Source: an optimization exercise on an open RTL-to-GDS flow (aim: small area and a short achievable clock period). Production flows keep margins and buffers that such runs may drop.
Function was checked by simulation only, so behaviour that the tests miss may differ from the original.

==> flow/design.v, too long to show whole: its modules and the start of the top module <==
// module Circle_Area_Calculator: 2285 lines
// module AOI21: 5 lines
// module FA: 6 lines
// module HA: 6 lines
// module INV: 5 lines
// module MX2I: 5 lines
// module NB2: 5 lines
// module ND2: 5 lines
// module NR2: 5 lines
// module OAI21: 5 lines
// module OR2: 5 lines
// module XN2: 5 lines
// module XR2: 5 lines
module Circle_Area_Calculator(clk, rst, radius, area);
  // ...
==> flow/flow/run.sh <==
#!/bin/bash
set -o pipefail
cp standard.sh standard_sh.log
export PRE_FLOORPLAN_TCL="$(pwd)/flow/downsize.tcl"
export SETUP_SLACK_MARGIN=${MARGIN:-14.75}
export BUFFER_PORTS_ARGS="-buffer_cell sky130_fd_sc_hd__buf_2"
bash standard.sh > standard.log 2>&1
==> flow/flow/downsize.tcl <==
# Downsize the combinational cells that synthesis mapped to a stronger drive
# than _1 (ABC upsizes some one-gate modules) to the _1 cell of the same
# function; the timing repair steps later upsize the cells that need it.
set ds_count 0
set ds_db [ord::get_db]
foreach ds_inst [[ord::get_db_block] getInsts] {
  set ds_master [[$ds_inst getMaster] getName]
  if { ![regexp {^sky130_fd_sc_hd__(\w+)_(\d+)$} $ds_master -> ds_base ds_drive] } { continue }
  if { $ds_drive <= 1 } { continue }
  if { [regexp {^(dfxtp|dfrtp|dfstp|buf|clkbuf|clkinv|clkdlybuf4s\d+|dlygate4sd\d|dlymetal6s\d+s|tapvpwrvgnd|fill|decap|conb)$} $ds_base] } { continue }
  set ds_new "sky130_fd_sc_hd__${ds_base}_1"
  if { [$ds_db findMaster $ds_new] == "NULL" } { continue }
  replace_cell [$ds_inst getName] $ds_new
  incr ds_count
}
puts "downsize.tcl: downsized $ds_count instances"
==> flow/standard.sh <==
#!/bin/bash
# synth_recipe.tcl (not shown) runs the flow's synth.tcl, then flattens the netlist and writes it again
# the make line also repeats each setting of config.mk as NAME=value (left out here)
make -C /OpenROAD-flow-scripts/flow DESIGN_CONFIG=/design/flow/config.mk WORK_HOME=/design/flow/orfs CLKGATE_MAP_FILE= SYNTH_SCRIPT=/design/flow/synth_recipe.tcl "${@:-finish}"
==> flow/config.mk <==
export PLATFORM = sky130hd
export DESIGN_NAME = Circle_Area_Calculator
export DESIGN_NICKNAME = Circle_Area_Calculator
export VERILOG_FILES = /design/flow/design.v
export SDC_FILE = /design/flow/constraint.sdc
export NUM_CORES = 4
export LEC_CHECK = 0
export CAP_MARGIN = 20
export CORE_MARGIN = 2
export CORE_UTILIZATION = 40
export CTS_BUF_LIST = sky130_fd_sc_hd__clkbuf_4
export SLEW_MARGIN = 20
export SYNTH_HIERARCHICAL = 1
export SYNTH_MINIMUM_KEEP_SIZE = 0
==> flow/constraint.sdc <==
create_clock -name core_clock -period 30.0 [get_ports {clk}]
set_input_delay 6.0000 -clock core_clock [delete_from_list [all_inputs] [get_ports {clk}]]
set_output_delay 6.0000 -clock core_clock [all_outputs]
set_load 0.01 [all_outputs]
==> results.yml, run 1 <==
route:
  wl_met1_mm: 12.7
  wl_met2_mm: 14.2
  dr.pass1.iters: 5
  remaining_drc_errors: 0
  drt_iter0_drc: 470
sta:
  worst_slew_pin_slew_ns: 0.880
  rsz0062_at_grt: "no"
  fin_crit_sh: 0.490
  fin_ws_ns: 15.30
  timing.fmax_mhz: 68.0
  final-setup-viol-count: 0
setup_path:
  crit_top_cell: "fa_1"
  worstPathRequired_ns: 30.22
  crit_family: "adder cells"
  worst-path-max-fanout: 26
  critPathKind: "in -> reg"
floorplanning:
  dieArea_sq_um: 30600
  core_sq_um: 28700
  die_w_microns: 175
min_path:
  hp-class: "in -> reg"
  min-delay-start: "radius[29]"
run:
  max_cap_violations: 0
logic_synthesis:
  synth_warnings: 7
layout:
  seqAreaFraction: 0.0482
  largestRegisters: "area x31"
  largest_register_ffs: 31
  mostFrequentLayoutCells: "nand2_1 (312), fa_1 (297), nor2_1 (128), xor2_1 (88), inv_1 (72)"
  fin_area_sq_um: 12900
  multiInputGateArea_sq_um: 10900
outcome:
  status: "no timing/DRC/antenna violations"
clock_tree:
  cts_hold_buffers: 0
  cts_tree: "built"
  cts_root_buf: "clkbuf_4"
  clock-sinks: 31
  cts_setup_buffers: 0
  clock_path_buffers: 2
grt:
  grt-ovfl-total: 0
  antenna_found_initial: 0
  grt-busiest-layer: "met2"
==> run 2: changes to the inputs <==
--- a/flow/design.v
+++ b/flow/design.v
@@ -6,16 +6,22 @@
   wire [22:0] rn = ~r;
   wire p47 = r >= 23'h3504f4;
   wire p47n = ~p47;
   wire ge_a = r >= 23'h106ebf;
   wire ge_b = r >= 23'h4c422f;
   wire ge_c = r >= 23'h4c4230;
   wire q47 = (ge_a & ~p47) | ge_c;
   wire q47n = ~q47;
+  wire sh0 = ~q47 & ~p47;
+  wire sh1 = q47 ^ p47;
+  wire sh2 = q47 & p47;
+  wire sh0n = ~sh0;
+  wire sh1n = ~sh1;
+  wire sh2n = ~sh2;
   wire [7:0] expo = {radius[29:23], 1'b0} + 8'd130 + {7'd0, ge_a} + {7'd0, ge_b};
   wire [22:0] mant;
   wire n1;
   NB2 u1 (r[1], r[0], n1);
   wire n2;
   ND2 u2 (r[0], r[1], n2);
   wire n3;
   ND2 u3 (r[0], r[2], n3);
@@ -1053,139 +1059,139 @@
   XN2 u736 (n275, rn[21], n736);
   wire n737;
   OR2 u737 (n275, rn[21], n737);
   wire n738, n739;
   HA u739 (rn[22], n737, n738, n739);
   wire n740;
   NR2 u740 (n437, n456, n740);
   wire n741;
-  XR2 u741 (n437, n456, n741);
+  ND2 u741 (n437, n456, n741);
   wire n742;
   NR2 u742 (n419, n436, n742);
   wire n743;
-  XR2 u743 (n419, n436, n743);
+  ND2 u743 (n419, n436, n743);
   wire n744;
   NR2 u744 (n403, n418, n744);
   wire n745;
   AOI21 u745 (n743, n744, n742, n745);
   wire n746;
-  XR2 u746 (n403, n418, n746);
+  ND2 u746 (n403, n418, n746);
   wire n747;
   ND2 u747 (n743, n746, n747);
   wire n748;
   NR2 u748 (n387, n402, n748);
   wire n749;
-  XR2 u749 (n387, n402, n749);
+  ND2 u749 (n387, n402, n749);
   wire n750;
   NR2 u750 (n373, n386, n750);
   wire n751;
   AOI21 u751 (n749, n750, n748, n751);
   wire n752;
-  XR2 u752 (n373, n386, n752);
+  ND2 u752 (n373, n386, n752);
   wire n753;
   ND2 u753 (n749, n752, n753);
   wire n754;
   NR2 u754 (n347, n358, n754);
   wire n755;
   INV u755 (n372, n755);
   wire n756;
   ND2 u756 (n755, n754, n756);
   wire n757;
   OAI21 u757 (n753, n756, n751, n757);
   wire n758;
-  XR2 u758 (n347, n358, n758);
+  ND2 u758 (n347, n358, n758);
   wire n759;
   ND2 u759 (n755, n758, n759);
   wire n760;
   NR2 u760 (n753, n759, n760);
   wire n761;
   NR2 u761 (n335, n346, n761);
   wire n762;
-  XR2 u762 (n335, n346, n762);
+  ND2 u762 (n335, n346, n762);
   wire n763;
   NR2 u763 (n325, n334, n763);
   wire n764;
   AOI21 u764 (n762, n763, n761, n764);
   wire n765;
-  XR2 u765 (n325, n334, n765);
+  ND2 u765 (n325, n334, n765);
   wire n766;
   ND2 u766 (n762, n765, n766);
   wire n767;
   NR2 u767 (n307, n314, n767);
   wire n768;
   INV u768 (n324, n768);
   wire n769;
   ND2 u769 (n768, n767, n769);
   wire n770;
   OAI21 u770 (n766, n769, n764, n770);
   wire n771;
-  XR2 u771 (n307, n314, n771);
+  ND2 u771 (n307, n314, n771);
   wire n772;
   ND2 u772 (n768, n771, n772);
   wire n773;
   NR2 u773 (n766, n772, n773);
   wire n774;
   NR2 u774 (n299, n306, n774);
   wire n775;
-  XR2 u775 (n299, n306, n775);
+  ND2 u775 (n299, n306, n775);
   wire n776;
   NR2 u776 (n293, n298, n776);
   wire n777;
   AOI21 u777 (n775, n776, n774, n777);
   wire n778;
-  XR2 u778 (n293, n298, n778);
+  ND2 u778 (n293, n298, n778);
   wire n779;
   ND2 u779 (n775, n778, n779);
   wire n780;
   NR2 u780 (n283, n286, n780);
   wire n781;
   INV u781 (n292, n781);
   wire n782;
   ND2 u782 (n781, n780, n782);
   wire n783;
   OAI21 u783 (n779, n782, n777, n783);
   wire n784;
   AOI21 u784 (n773, n783, n770, n784);
   wire n785;
-  XR2 u785 (n283, n286, n785);
+  ND2 u785 (n283, n286, n785);
   wire n786;
   ND2 u786 (n781, n785, n786);
   wire n787;
   NR2 u787 (n779, n786, n787);
   wire n788;
   ND2 u788 (n773, n787, n788);
   wire n789;
   NR2 u789 (n277, n278, n789);
   wire n790;
   INV u790 (n282, n790);
   wire n791;
   ND2 u791 (n790, n789, n791);
   wire n792;
-  XR2 u792 (n277, n278, n792);
+  ND2 u792 (n277, n278, n792);
   wire n793;
   ND2 u793 (n790, n792, n793);
   wire n794;
   NR2 u794 (n4, n24, n794);
   wire n795;
   INV u795 (n276, n795);
   wire n796;
   ND2 u796 (n795, n794, n796);
   wire n797;
   OAI21 u797 (n793, n796, n791, n797);
   wire n798;
-  XR2 u798 (n4, n24, n798);
+  ND2 u798 (n4, n24, n798);
   wire n799;
   ND2 u799 (n795, n798, n799);
   wire n800;
   NR2 u800 (n793, n799, n800);
   wire n801;
   NR2 u801 (n2, n3, n801);
   wire n802;
-  XR2 u802 (n2, n3, n802);
+  ND2 u802 (n2, n3, n802);
   wire n803;
   INV u803 (n1, n803);
   wire n804;
   ND2 u804 (n802, n803, n804);
   wire n805;
   AOI21 u805 (n800, n801, n797, n805);
   wire n806;
   OAI21 u806 (n788, n805, n784, n806);
@@ -1813,119 +1819,119 @@
   FA u1208 (n972, n997, n1204, n1207, n1208);
   wire n1209;
   XN2 u1209 (n973, n998, n1209);
   wire n1210;
   OR2 u1210 (n973, n998, n1210);
   wire n1211;
   NR2 u1211 (n1048, n1055, n1211);
   wire n1212;
-  XR2 u1212 (n1048, n1055, n1212);
+  ND2 u1212 (n1048, n1055, n1212);
   wire n1213;
   NR2 u1213 (n1042, n1047, n1213);
   wire n1214;
-  XR2 u1214 (n1042, n1047, n1214);
+  ND2 u1214 (n1042, n1047, n1214);
   wire n1215;
   NR2 u1215 (n1036, n1041, n1215);
   wire n1216;
   AOI21 u1216 (n1214, n1215, n1213, n1216);
   wire n1217;
-  XR2 u1217 (n1036, n1041, n1217);
+  ND2 u1217 (n1036, n1041, n1217);
   wire n1218;
   ND2 u1218 (n1214, n1217, n1218);
   wire n1219;
   NR2 u1219 (n1030, n1035, n1219);
   wire n1220;
-  XR2 u1220 (n1030, n1035, n1220);
+  ND2 u1220 (n1030, n1035, n1220);
   wire n1221;
   NR2 u1221 (n1026, n1029, n1221);
   wire n1222;
   AOI21 u1222 (n1220, n1221, n1219, n1222);
   wire n1223;
-  XR2 u1223 (n1026, n1029, n1223);
+  ND2 u1223 (n1026, n1029, n1223);
   wire n1224;
   ND2 u1224 (n1220, n1223, n1224);
   wire n1225;
   NR2 u1225 (n1022, n1025, n1225);
   wire n1226;
-  XR2 u1226 (n1022, n1025, n1226);
+  ND2 u1226 (n1022, n1025, n1226);
   wire n1227;
   INV u1227 (n1225, n1227);
   wire n1228;
   OAI21 u1228 (n1224, n1227, n1222, n1228);
   wire n1229;
   INV u1229 (n1021, n1229);
   wire n1230;
   ND2 u1230 (n1226, n1229, n1230);
   wire n1231;
   NR2 u1231 (n1224, n1230, n1231);
   wire n1232;
   NR2 u1232 (n1016, n1017, n1232);
   wire n1233;
-  XR2 u1233 (n1016, n1017, n1233);
+  ND2 u1233 (n1016, n1017, n1233);
   wire n1234;
   NR2 u1234 (n1014, n1015, n1234);
   wire n1235;
   AOI21 u1235 (n1233, n1234, n1232, n1235);
   wire n1236;
-  XR2 u1236 (n1014, n1015, n1236);
+  ND2 u1236 (n1014, n1015, n1236);
   wire n1237;
   ND2 u1237 (n1233, n1236, n1237);
   wire n1238;
   NR2 u1238 (n1012, n1013, n1238);
   wire n1239;
-  XR2 u1239 (n1012, n1013, n1239);
+  ND2 u1239 (n1012, n1013, n1239);
   wire n1240;
   NR2 u1240 (n1010, n1011, n1240);
   wire n1241;
   AOI21 u1241 (n1239, n1240, n1238, n1241);
   wire n1242;
   OAI21 u1242 (n1237, n1241, n1235, n1242);
   wire n1243;
-  XR2 u1243 (n1010, n1011, n1243);
+  ND2 u1243 (n1010, n1011, n1243);
   wire n1244;
   ND2 u1244 (n1239, n1243, n1244);
   wire n1245;
   NR2 u1245 (n1237, n1244, n1245);
   wire n1246;
   NR2 u1246 (n1008, n1009, n1246);
   wire n1247;
-  XR2 u1247 (n1008, n1009, n1247);
+  ND2 u1247 (n1008, n1009, n1247);
   wire n1248;
   NR2 u1248 (n1006, n1007, n1248);
   wire n1249;
   AOI21 u1249 (n1247, n1248, n1246, n1249);
   wire n1250;
-  XR2 u1250 (n1006, n1007, n1250);
+  ND2 u1250 (n1006, n1007, n1250);
   wire n1251;
   ND2 u1251 (n1247, n1250, n1251);
   wire n1252;
   NR2 u1252 (n1004, n1005, n1252);
   wire n1253;
-  XR2 u1253 (n1004, n1005, n1253);
+  ND2 u1253 (n1004, n1005, n1253);
   wire n1254;
   NR2 u1254 (n1002, n1003, n1254);
   wire n1255;
   AOI21 u1255 (n1253, n1254, n1252, n1255);
   wire n1256;
   OAI21 u1256 (n1251, n1255, n1249, n1256);
   wire n1257;
   AOI21 u1257 (n1245, n1256, n1242, n1257);
   wire n1258;
-  XR2 u1258 (n1002, n1003, n1258);
+  ND2 u1258 (n1002, n1003, n1258);
   wire n1259;
   ND2 u1259 (n1253, n1258, n1259);
   wire n1260;
   NR2 u1260 (n1251, n1259, n1260);
   wire n1261;
   ND2 u1261 (n1245, n1260, n1261);
   wire n1262;
   NR2 u1262 (n1000, n1001, n1262);
   wire n1263;
-  XR2 u1263 (n1000, n1001, n1263);
+  ND2 u1263 (n1000, n1001, n1263);
   wire n1264;
   INV u1264 (n999, n1264);
   wire n1265;
   ND2 u1265 (n1263, n1264, n1265);
   wire n1266;
   NR2 u1266 (n954, n953, n1266);
   wire n1267;
   INV u1267 (n1265, n1267);
==> results.yml, run 2 <==
floorplanning:
  die_h_microns: 174
  die_w_microns: 174
  num_rows: 62
  io_pins: 66
  dieArea_sq_um: 30200
  core_sq_um: 28500
  initial_core_util: 0.404
route:
  drt_iter0_drc: 634
  routed_wl_mm: 29.1
  vias: 9043
  ant_nets: 0
  wl_per_cell_microns: 16.7
  remaining_drc_errors: 0
  dr.pass1.iters: 5
  viasPerCell: 5.19
setup_path:
  cp.arrival_ns: 15.00
  critPathKind: "in -> reg"
  slowest_delay_ns: 0.60
  worst-path-max-fanout: 28
  cp-start-kind: "input port"
  crit_path_end_kind: "flip-flop"
  crit_top_cell: "fa_1"
  cpMaxStageDelayCell: "fa_1"
  worstPathRequired_ns: 30.22
sta:
  final-setup-viol-count: 0
  maxSlewHeadroom: 0.367
  rsz0062_at_grt: "no"
  finalSetupTns_ns: 0
  hold_viol_final: 0
  min_period_ns: 14.78
  worst_slew_pin_slew_ns: 0.943
  timing.fmax_mhz: 67.7
  slew_violations: 0
  fin_crit_sh: 0.493
grt:
  grt_pass1_wl_mm: 49.4
  met1_usage: 0.281
  grt_pass1_vias: 9844
  antenna_found_initial: 0
  grt_max_degree: 32
  met3_usage: 0.0261
  grt-busiest-layer: "met2"
  grt_usage: 0.202
  grt-ovfl-total: 0
  grtUsageMet2: 0.349
layout:
  antenna_cells: 0
  mostFrequentLayoutCells: "nand2_1 (340), fa_1 (297), nor2_1 (127), inv_1 (72), a21oi_1 (72)"
  final_core_util: 0.450
  nFillCells: 2871
  layout_commonest_cell: "nand2_1"
  finalNetCount: 1703
  largestRegisters: "area x31"
  largest_register_ffs: 31
  largest-register: "area"
  drive_gt1_frac: 0.0831
clock_tree:
  cts_made_buffers: 5
  cts_root_buf: "clkbuf_4"
  cts_tree: "built"
  h-tree-depth: 2
  cts_hold_buffers: 0
  path_clk_slew_ns: 0.11
  clock-sinks: 31
  clock_path_buffers: 2
placed_design:
  place.gp.congestion: 0.825
  io_buffer_count: 62
  dp_hpwl_mm: 22.0
min_path:
  hp-class: "in -> reg"
outcome:
  status: "no timing/DRC/antenna violations"
logic_synthesis:
  synth_warnings: 7
  syn-num-nets: 1613
  postSynthCellCount: 1268
run:
  max_cap_violations: 0
[run 2: critical path: cells and delay by family]
kind                     cells  cell delay (ns)
buffers and inverters        3             0.52
multiplexers                 2             0.26
AND/OR/NAND/NOR              2             0.26
AO/OA/AOI/OAI               15             2.69
XOR/XNOR                     4             0.74
adder cells (fa/ha/maj)     10             4.52
[run 2: final timing paths]
kind | depth (start not counted) | end | slack (ns) | from
worst max-delay path | 36 | area[21] | 15.22 | radius[10]
worst min-delay path | 3 | area[29] | 5.93 | radius[28]
[run 2: area by class of cell]
class,count,area (sq um),share of cell area
multi-input combinational,1160,10800,0.837
timing repair buffer,87,638,0.0497
sequential,31,621,0.0483
tap,384,480,0.0374
inverter,73,274,0.0213
clock inverter,3,38.8,0.00302
clock buffer,5,37.5,0.00292
[run 2: per-layer routing]
layer,up-vias,share of wire
met3,26,0.061
met1,4572,0.45
li1,4166,-
met2,279,0.48
met5,-,0
met4,0,0.0077
[run 2: metrics by stage]
stage | setup slack [ns] | instances | hold slack, ns | instance area, sq um
6_report | 15.22 | 1743 | 5.93 | 12800
5_1_grt | 14.73 | 1743 | 5.92 | 12800
4_1_cts | 14.77 | 1735 | 5.91 | 12600
3_5_place_dp | 13.60 | 1727 | 6.27 | 12400
3_3_place_gp | 13.70 | 1727 | 6.25 | 12400
2_1_floorplan | 15.77 | 1268 | 6.07 | 11500
[run 2: repair_timing]
action	4_1_cts	5_1_grt
pin swaps	0	2
gates resized for setup	30	40
endpoints found under the setup margin	15	15
buffers inserted	0	7
==> run 3: changes to the inputs <==
==> flow/flow/run.sh (replaced) <==
#!/bin/bash
set -o pipefail
cp standard.sh standard_sh.log
export PRE_FLOORPLAN_TCL="$(pwd)/flow/downsize.tcl"
export PRE_RESIZE_TCL="$(pwd)/flow/outports.tcl"
export SETUP_SLACK_MARGIN=${MARGIN:-14.75}
export BUFFER_PORTS_ARGS="-inputs -buffer_cell sky130_fd_sc_hd__buf_2"
bash standard.sh > standard.log 2>&1
==> flow/flow/outports.tcl (new file) <==
buffer_ports -outputs -buffer_cell sky130_fd_sc_hd__buf_1
==> results.yml, run 3 <==
route:
  vias: 9056
  highest_layer: "met4"
  met3_length_mm: 1.47
  routed_wl_mm: 28.8
  remaining_drc_errors: 0
  viasPerCell: 5.20
  ant_nets: 0
  drt_iter0_drc: 506
  wl_met2_mm: 13.8
  wl_met1_mm: 13.3
  wl_per_cell_microns: 16.6
  dr.pass1.iters: 7
layout:
  largest_register_ffs: 31
  largestRegisters: "area x31"
  drive_gt1_frac: 0.0619
  nFillCells: 2827
  mostFrequentLayoutCells: "nand2_1 (340), fa_1 (297), nor2_1 (127), inv_1 (72), a21oi_1 (71)"
  finalNetCount: 1702
  largest-register: "area"
  area.sequential_sq_um: 621
  multiInputGateArea_sq_um: 10800
  antenna_cells: 0
  layout_commonest_cell: "nand2_1"
  fin_area_sq_um: 12800
setup_path:
  cpMaxStageDelayCell: "fa_1"
  cp.arrival_ns: 14.92
  critPathKind: "in -> reg"
  slowest_delay_ns: 0.58
  worstPathRequired_ns: 30.23
  crit_path_end_kind: "flip-flop"
  crit_top_cell: "fa_1"
  worst-path-max-fanout: 28
  startpoint: "radius[10]"
  cp-start-kind: "input port"
placed_design:
  io_buffer_count: 31
  place_area_sq_um: 12400
  place.gp.congestion: 0.839
  dp_hpwl_mm: 21.6
min_path:
  hp-class: "in -> reg"
  min-delay-start: "radius[29]"
floorplanning:
  num_rows: 62
  core_sq_um: 28500
  dieArea_sq_um: 30200
  die_w_microns: 174
  io_pins: 66
  initial_core_util: 0.404
  die_h_microns: 174
sta:
  maxSlewHeadroom: 0.377
  hold_viol_final: 0
  timing.fmax_mhz: 68.1
  rsz0062_at_grt: "no"
  worst_slew_pin_slew_ns: 0.929
  slew_violations: 0
  min_period_ns: 14.69
  finalSetupTns_ns: 0
  final-setup-viol-count: 0
  fin_crit_sh: 0.490
grt:
  grt_pass1_wl_mm: 48.9
  grt_pass1_vias: 9679
  antenna_found_initial: 0
  grt-ovfl-total: 0
  grt_usage: 0.200
  grt_max_degree: 32
clock_tree:
  clock_path_buffers: 2
  cts_made_buffers: 5
  h-tree-depth: 2
  path_clk_slew_ns: 0.12
  cts_hold_buffers: 0
  clock-sinks: 31
  cts_tree: "built"
  cts_root_buf: "clkbuf_4"
logic_synthesis:
  postSynthCellCount: 1268
  synth_warnings: 7
  syn-num-nets: 1613
run:
  max_cap_violations: 0
outcome:
  status: "no timing/DRC/antenna violations"
[run 3: cell count changes in the layout (fill, tap and decap cells not counted), sizes merged]
| cell | change |
|---|---|
| clkbuf | +3 |
| buf | -4 |
[run 3: cell type report]
cell class / instances / area share
repair buffers: 86 / 0.0439
inverters: 73 / 0.0214
well taps: 384 / 0.0376
clock inverters: 3 / 0.00303
flip-flops and latches: 31 / 0.0485
multi-input cells: 1160 / 0.843
clock buffers: 5 / 0.00294
[run 3: through the flow]
step / hold slack (ns) / setup slack [ns] / instances / utilization
2_1_floorplan: 6.07 / 15.77 / 1268 / -
3_3_place_gp: 6.25 / 13.59 / 1696 / 0.430
3_5_place_dp: 6.26 / 13.51 / 1727 / 0.434
4_1_cts: 5.90 / 14.79 / 1735 / 0.440
5_1_grt: 5.94 / 14.76 / 1742 / 0.448
6_report: 5.91 / 15.31 / 1742 / 0.448
[run 3: timing repair]
action	4_1_cts	5_1_grt
pin swaps	0	1
setup buffers	0	7
setup endpoints to repair	15	19
resized for setup	28	38
[run 3: path summary, 6_finish.rpt]
check | slack, ns | cells after the start | endpoint
setup / recovery | 15.31 | 36 | area[21]
hold / removal | 5.91 | 3 | area[30]
[run 3: worst max-delay path: cells and delay by family]
family	cells	cell delay, ns
XOR/XNOR	4	0.77
adder cells (fa/ha/maj)	10	4.53
AND/OR/NAND/NOR	5	0.70
AO/OA/AOI/OAI	12	2.06
multiplexers	2	0.25
buffers and inverters	3	0.58
[run 3: metal layers]
metal / up-vias / global-route usage
li1: 4166 / -
met1: 4598 / 0.286
met2: 268 / 0.341
met3: 24 / 0.0169
met4: 0 / 0.0305
met5: - / 0
==> run 4: changes to the inputs <==
==> flow/flow/run.sh (replaced) <==
#!/bin/bash
set -o pipefail
cp standard.sh standard_sh.log
export PRE_FLOORPLAN_TCL="$(pwd)/flow/downsize.tcl"
export PRE_RESIZE_TCL="$(pwd)/flow/outports.tcl"
export SETUP_SLACK_MARGIN=${MARGIN:-15}
export BUFFER_PORTS_ARGS="-inputs -buffer_cell sky130_fd_sc_hd__buf_2"
bash standard.sh > standard.log 2>&1
==> results.yml, run 4 <==
outcome:
  status: "no timing/DRC/antenna violations"
clock_tree:
  cts_root_buf: "clkbuf_4"
  h-tree-depth: 2
  path_clk_slew_ns: 0.12
  cts_made_buffers: 5
  clock_path_buffers: 2
  clock-sinks: 31
  cts_tree: "built"
route:
  wl_per_cell_microns: 16.6
  vias: 9110
  remaining_drc_errors: 0
  viasPerCell: 5.21
  drt_iter0_drc: 474
  routed_wl_mm: 29.1
  dr.pass1.iters: 5
  ant_nets: 0
sta:
  holdWs_ns: 5.91
  finalSetupTns_ns: 0
  worst_slew_pin_slew_ns: 0.940
  hold_viol_final: 0
  timing.fmax_mhz: 69.0
  maxSlewHeadroom: 0.369
  slew_violations: 0
  fin_crit_sh: 0.483
  final-setup-viol-count: 0
  rsz0062_at_grt: "no"
  min_period_ns: 14.49
grt:
  grt_usage: 0.200
  grt-ovfl-total: 0
  antenna_found_initial: 0
  grt_pass1_wl_mm: 48.9
  grt_max_degree: 32
  grt_pass1_vias: 9709
floorplanning:
  die_h_microns: 174
  core_sq_um: 28500
  initial_core_util: 0.404
  dieArea_sq_um: 30200
  io_pins: 66
  num_rows: 62
  die_w_microns: 174
setup_path:
  worstPathRequired_ns: 30.23
  cp-start-kind: "input port"
  crit_top_cell: "fa_1"
  crit_path_end_kind: "flip-flop"
  cpMaxStageDelayCell: "fa_1"
  slowest_delay_ns: 0.57
  critPathKind: "in -> reg"
  worst-path-max-fanout: 23
  cp.arrival_ns: 14.72
min_path:
  whs_path_depth: 3
  hp-class: "in -> reg"
layout:
  layout_commonest_cell: "nand2_1"
  largest-register: "area"
  mostFrequentLayoutCells: "nand2_1 (340), fa_1 (297), nor2_1 (125), inv_1 (72), a21oi_1 (68)"
  largest_register_ffs: 31
  finalNetCount: 1707
  largestRegisters: "area x31"
  drive_gt1_frac: 0.0748
  antenna_cells: 0
placed_design:
  dp_hpwl_mm: 21.6
  place.gp.congestion: 0.839
  io_buffer_count: 31
logic_synthesis:
  postSynthCellCount: 1268
  syn-num-nets: 1613
  synth_warnings: 7
run:
  max_cap_violations: 0
run 4: final cells by class:
class	instances	area [sq um]
fillers	2775	15500
multi-input cells	1160	10800
repair buffers	91	743
flip-flops and latches	31	621
well taps	384	480
inverters	73	274
clock inverters	3	38.8
clock buffers	5	37.5
run 4: final timing paths:
check	start	endpoint
hold / removal	radius[29]	area[30]
setup / recovery	radius[0]	area[21]
run 4: routing by layer:
| metal | vias to the layer above | global-route usage | share of wire |
|---|---|---|---|
| met2 | 280 | 0.341 | 0.49 |
| met5 | - | 0 | 0 |
| li1 | 4176 | - | - |
| met3 | 23 | 0.0206 | 0.053 |
| met1 | 4631 | 0.283 | 0.45 |
| met4 | 0 | 0.0308 | 0.0078 |
run 4: worst max-delay path, delay by kind of cell:
family	cells	cell delay, ns
adders and majority gates	10	4.59
AOI/OAI and AO/OA	12	2.05
and+or+nand+nor	5	0.58
muxes	2	0.25
buffers and inverters	3	0.49
xor gates and xnor gates	4	0.75
run 4: metrics by stage:
| step | cells | area, sq um | util | setup WS [ns] |
|---|---|---|---|---|
| 2_1_floorplan | 1268 | 11500 | - | 15.77 |
| 3_3_place_gp | 1696 | 12300 | 0.430 | 13.59 |
| 3_5_place_dp | 1727 | 12400 | 0.434 | 13.51 |
| 4_1_cts | 1735 | 12600 | 0.441 | 15.00 |
| 5_1_grt | 1747 | 13000 | 0.457 | 15.02 |
| 6_report | 1747 | 13000 | 0.457 | 15.51 |
run 4: what timing repair did:
action / 4_1_cts / 5_1_grt
setup endpoints to repair: 16 / 21
endpoints found under the hold margin: 0 / 0
pin swaps: 0 / 7
gates resized for setup: 37 / 78
buffers inserted: 0 / 12
hold buffers: 0 / 0
==> run 5: changes to the inputs <==
==> flow/flow/run.sh (replaced) <==
#!/bin/bash
set -o pipefail
cp standard.sh standard_sh.log
export PRE_FLOORPLAN_TCL="$(pwd)/flow/downsize.tcl"
export PRE_RESIZE_TCL="$(pwd)/flow/outports.tcl"
export SETUP_SLACK_MARGIN=${MARGIN:-14.75}
export BUFFER_PORTS_ARGS="-inputs -buffer_cell sky130_fd_sc_hd__buf_2"
bash standard.sh > standard.log 2>&1
--- a/flow/config.mk
+++ b/flow/config.mk
@@ -8,7 +8,7 @@
 export CAP_MARGIN = 20
 export CORE_MARGIN = 2
 export CORE_UTILIZATION = 40
-export CTS_BUF_LIST = sky130_fd_sc_hd__clkbuf_4
+export CTS_BUF_LIST = sky130_fd_sc_hd__clkbuf_8
 export SLEW_MARGIN = 20
 export SYNTH_HIERARCHICAL = 1
 export SYNTH_MINIMUM_KEEP_SIZE = 0
==> results.yml, run 5 <==
layout:
  finalNetCount: 1702
  largest_register_ffs: 31
  final_cells: 1742
  multiInputGateArea_sq_um: 10800
  antenna_cells: 0
  largest-register: "area"
  final_core_util: 0.452
  area.sequential_sq_um: 621
  layout_commonest_cell: "nand2_1"
  largestRegisters: "area x31"
  mostFrequentLayoutCells: "nand2_1 (340), fa_1 (297), nor2_1 (127), inv_1 (72), a21oi_1 (69)"
  nFillCells: 2814
  fin_area_sq_um: 12900
  drive_gt1_frac: 0.0663
sta:
  slew_violations: 0
  finalSetupTns_ns: 0
  maxSlewHeadroom: 0.385
  fin_crit_sh: 0.489
  hold_viol_final: 0
  rsz0062_at_grt: "no"
  fin_ws_ns: 15.34
  timing.fmax_mhz: 68.2
  holdWs_ns: 5.97
  min_period_ns: 14.66
  final-setup-viol-count: 0
  worst_slew_pin_slew_ns: 0.916
route:
  vias: 9002
  wl_per_cell_microns: 16.6
  routed_wl_mm: 28.9
  dr.pass1.iters: 7
  ant_nets: 0
  remaining_drc_errors: 0
  viasPerCell: 5.17
  drt_iter0_drc: 531
floorplanning:
  core_sq_um: 28500
  io_pins: 66
  die_h_microns: 174
  dieArea_sq_um: 30200
  die_w_microns: 174
  initial_core_util: 0.404
  num_rows: 62
placed_design:
  place_area_sq_um: 12400
  place_ws_ns: 13.51
  dp_hpwl_mm: 21.6
  place.gp.congestion: 0.839
  io_buffer_count: 31
  dp_cells: 1727
grt:
  grt_pass1_vias: 9669
  grt_pass1_wl_mm: 48.9
  grt_usage: 0.200
  grt_max_degree: 32
  grt-ovfl-total: 0
  antenna_found_initial: 0
clock_tree:
  cts_made_buffers: 5
  path_clk_slew_ns: 0.07
  cts_root_buf: "clkbuf_8"
  cts_tree: "built"
  clock_path_buffers: 2
  h-tree-depth: 2
  clock-sinks: 31
  cts_hold_buffers: 0
setup_path:
  crit_path_end_kind: "flip-flop"
  cp.arrival_ns: 14.87
  cpMaxStageDelayCell: "fa_1"
  critPathKind: "in -> reg"
  cp-start-kind: "input port"
  slowest_delay_ns: 0.58
  worstPathRequired_ns: 30.22
  crit_top_cell: "fa_1"
  worst-path-max-fanout: 23
min_path:
  whs_path_depth: 3
  hp-class: "in -> reg"
outcome:
  status: "no timing/DRC/antenna violations"
logic_synthesis:
  syn-num-nets: 1613
  postSynthCellCount: 1268
  synth_warnings: 7
run:
  max_cap_violations: 0
run 5: final timing paths:
kind | from | endpoint | slack, ns
worst max-delay path | radius[0] | area[20] | 15.34
worst min-delay path | radius[27] | area[28] | 5.97
run 5: area by class of cell:
class / instances / share of cell area
clock buffer: 6 / 0.00640
clock inverter: 2 / 0.00272
inverter: 73 / 0.0212
multi-input combinational: 1160 / 0.839
sequential: 31 / 0.0481
tap: 384 / 0.0372
timing repair buffer: 86 / 0.0453
run 5: repair_timing:
| item | 4_1_cts | 5_1_grt |
|---|---|---|
| endpoints found under the setup margin | 15 | 20 |
| gates resized for setup | 29 | 53 |
| setup buffers | 0 | 7 |
| pin swaps | 0 | 2 |
run 5: per-layer routing:
| metal | vias to the layer above | GRT usage | wire, microns |
|---|---|---|---|
| met1 | 4574 | 0.286 | 13100 |
| li1 | 4161 | - | - |
| met5 | - | 0 | 0 |
| met3 | 18 | 0.0171 | 1590 |
| met2 | 249 | 0.341 | 14000 |
| met4 | 0 | 0.0284 | 201 |
run 5: worst max-delay path, delay by kind of cell:
family	cells	cell delay, ns
AND/OR/NAND/NOR	8	1.02
adder cells (fa/ha/maj)	10	4.65
XOR/XNOR	4	0.93
AO/OA/AOI/OAI	9	1.53
multiplexers	2	0.21
buffers and inverters	3	0.54

==> separate check: timing with driven ports <==
The flow's constraints put no driver on any port. The routed layouts listed below were extracted and timed again, unchanged, in two steps. Step 1 sets driving cells, clkbuf_16 on the clock port and buf_2 on the other inputs (assumed; they add their load-dependent delay and slew). Step 2 also shifts input and output timing later by t, the mid clock arrival at the registers, as if the neighbouring blocks saw the same clock. Slacks: no drivers / after step 1 / after step 2; pairs: no drivers / after step 1.
| run | shift t [ns] | slack for setup (ns) | hold WS [ns] | slew at the worst register clock pin (ns) |
|---|---|---|---|---|
| run 1 | 0.366 | 15.299 / 15.306 / 14.940 | 5.902 / 5.896 / 6.262 | 0.11 / 0.11 |
| run 2 | 0.354 | 15.225 / 15.219 / 14.865 | 5.928 / 5.923 / 6.277 | 0.11 / 0.11 |
| run 3 | 0.360 | 15.309 / 15.312 / 14.952 | 5.915 / 5.912 / 6.272 | 0.12 / 0.12 |
| run 4 | 0.361 | 15.506 / 15.495 / 15.134 | 5.914 / 5.911 / 6.272 | 0.12 / 0.12 |
| run 5 | 0.311 | 15.345 / 15.348 / 15.037 | 5.971 / 5.966 / 6.277 | 0.07 / 0.07 |
After both steps every run listed still meets setup and hold. The setup slack of run 4, which loses most, moves by -0.011 ns with the drivers and by -0.372 ns with both steps.
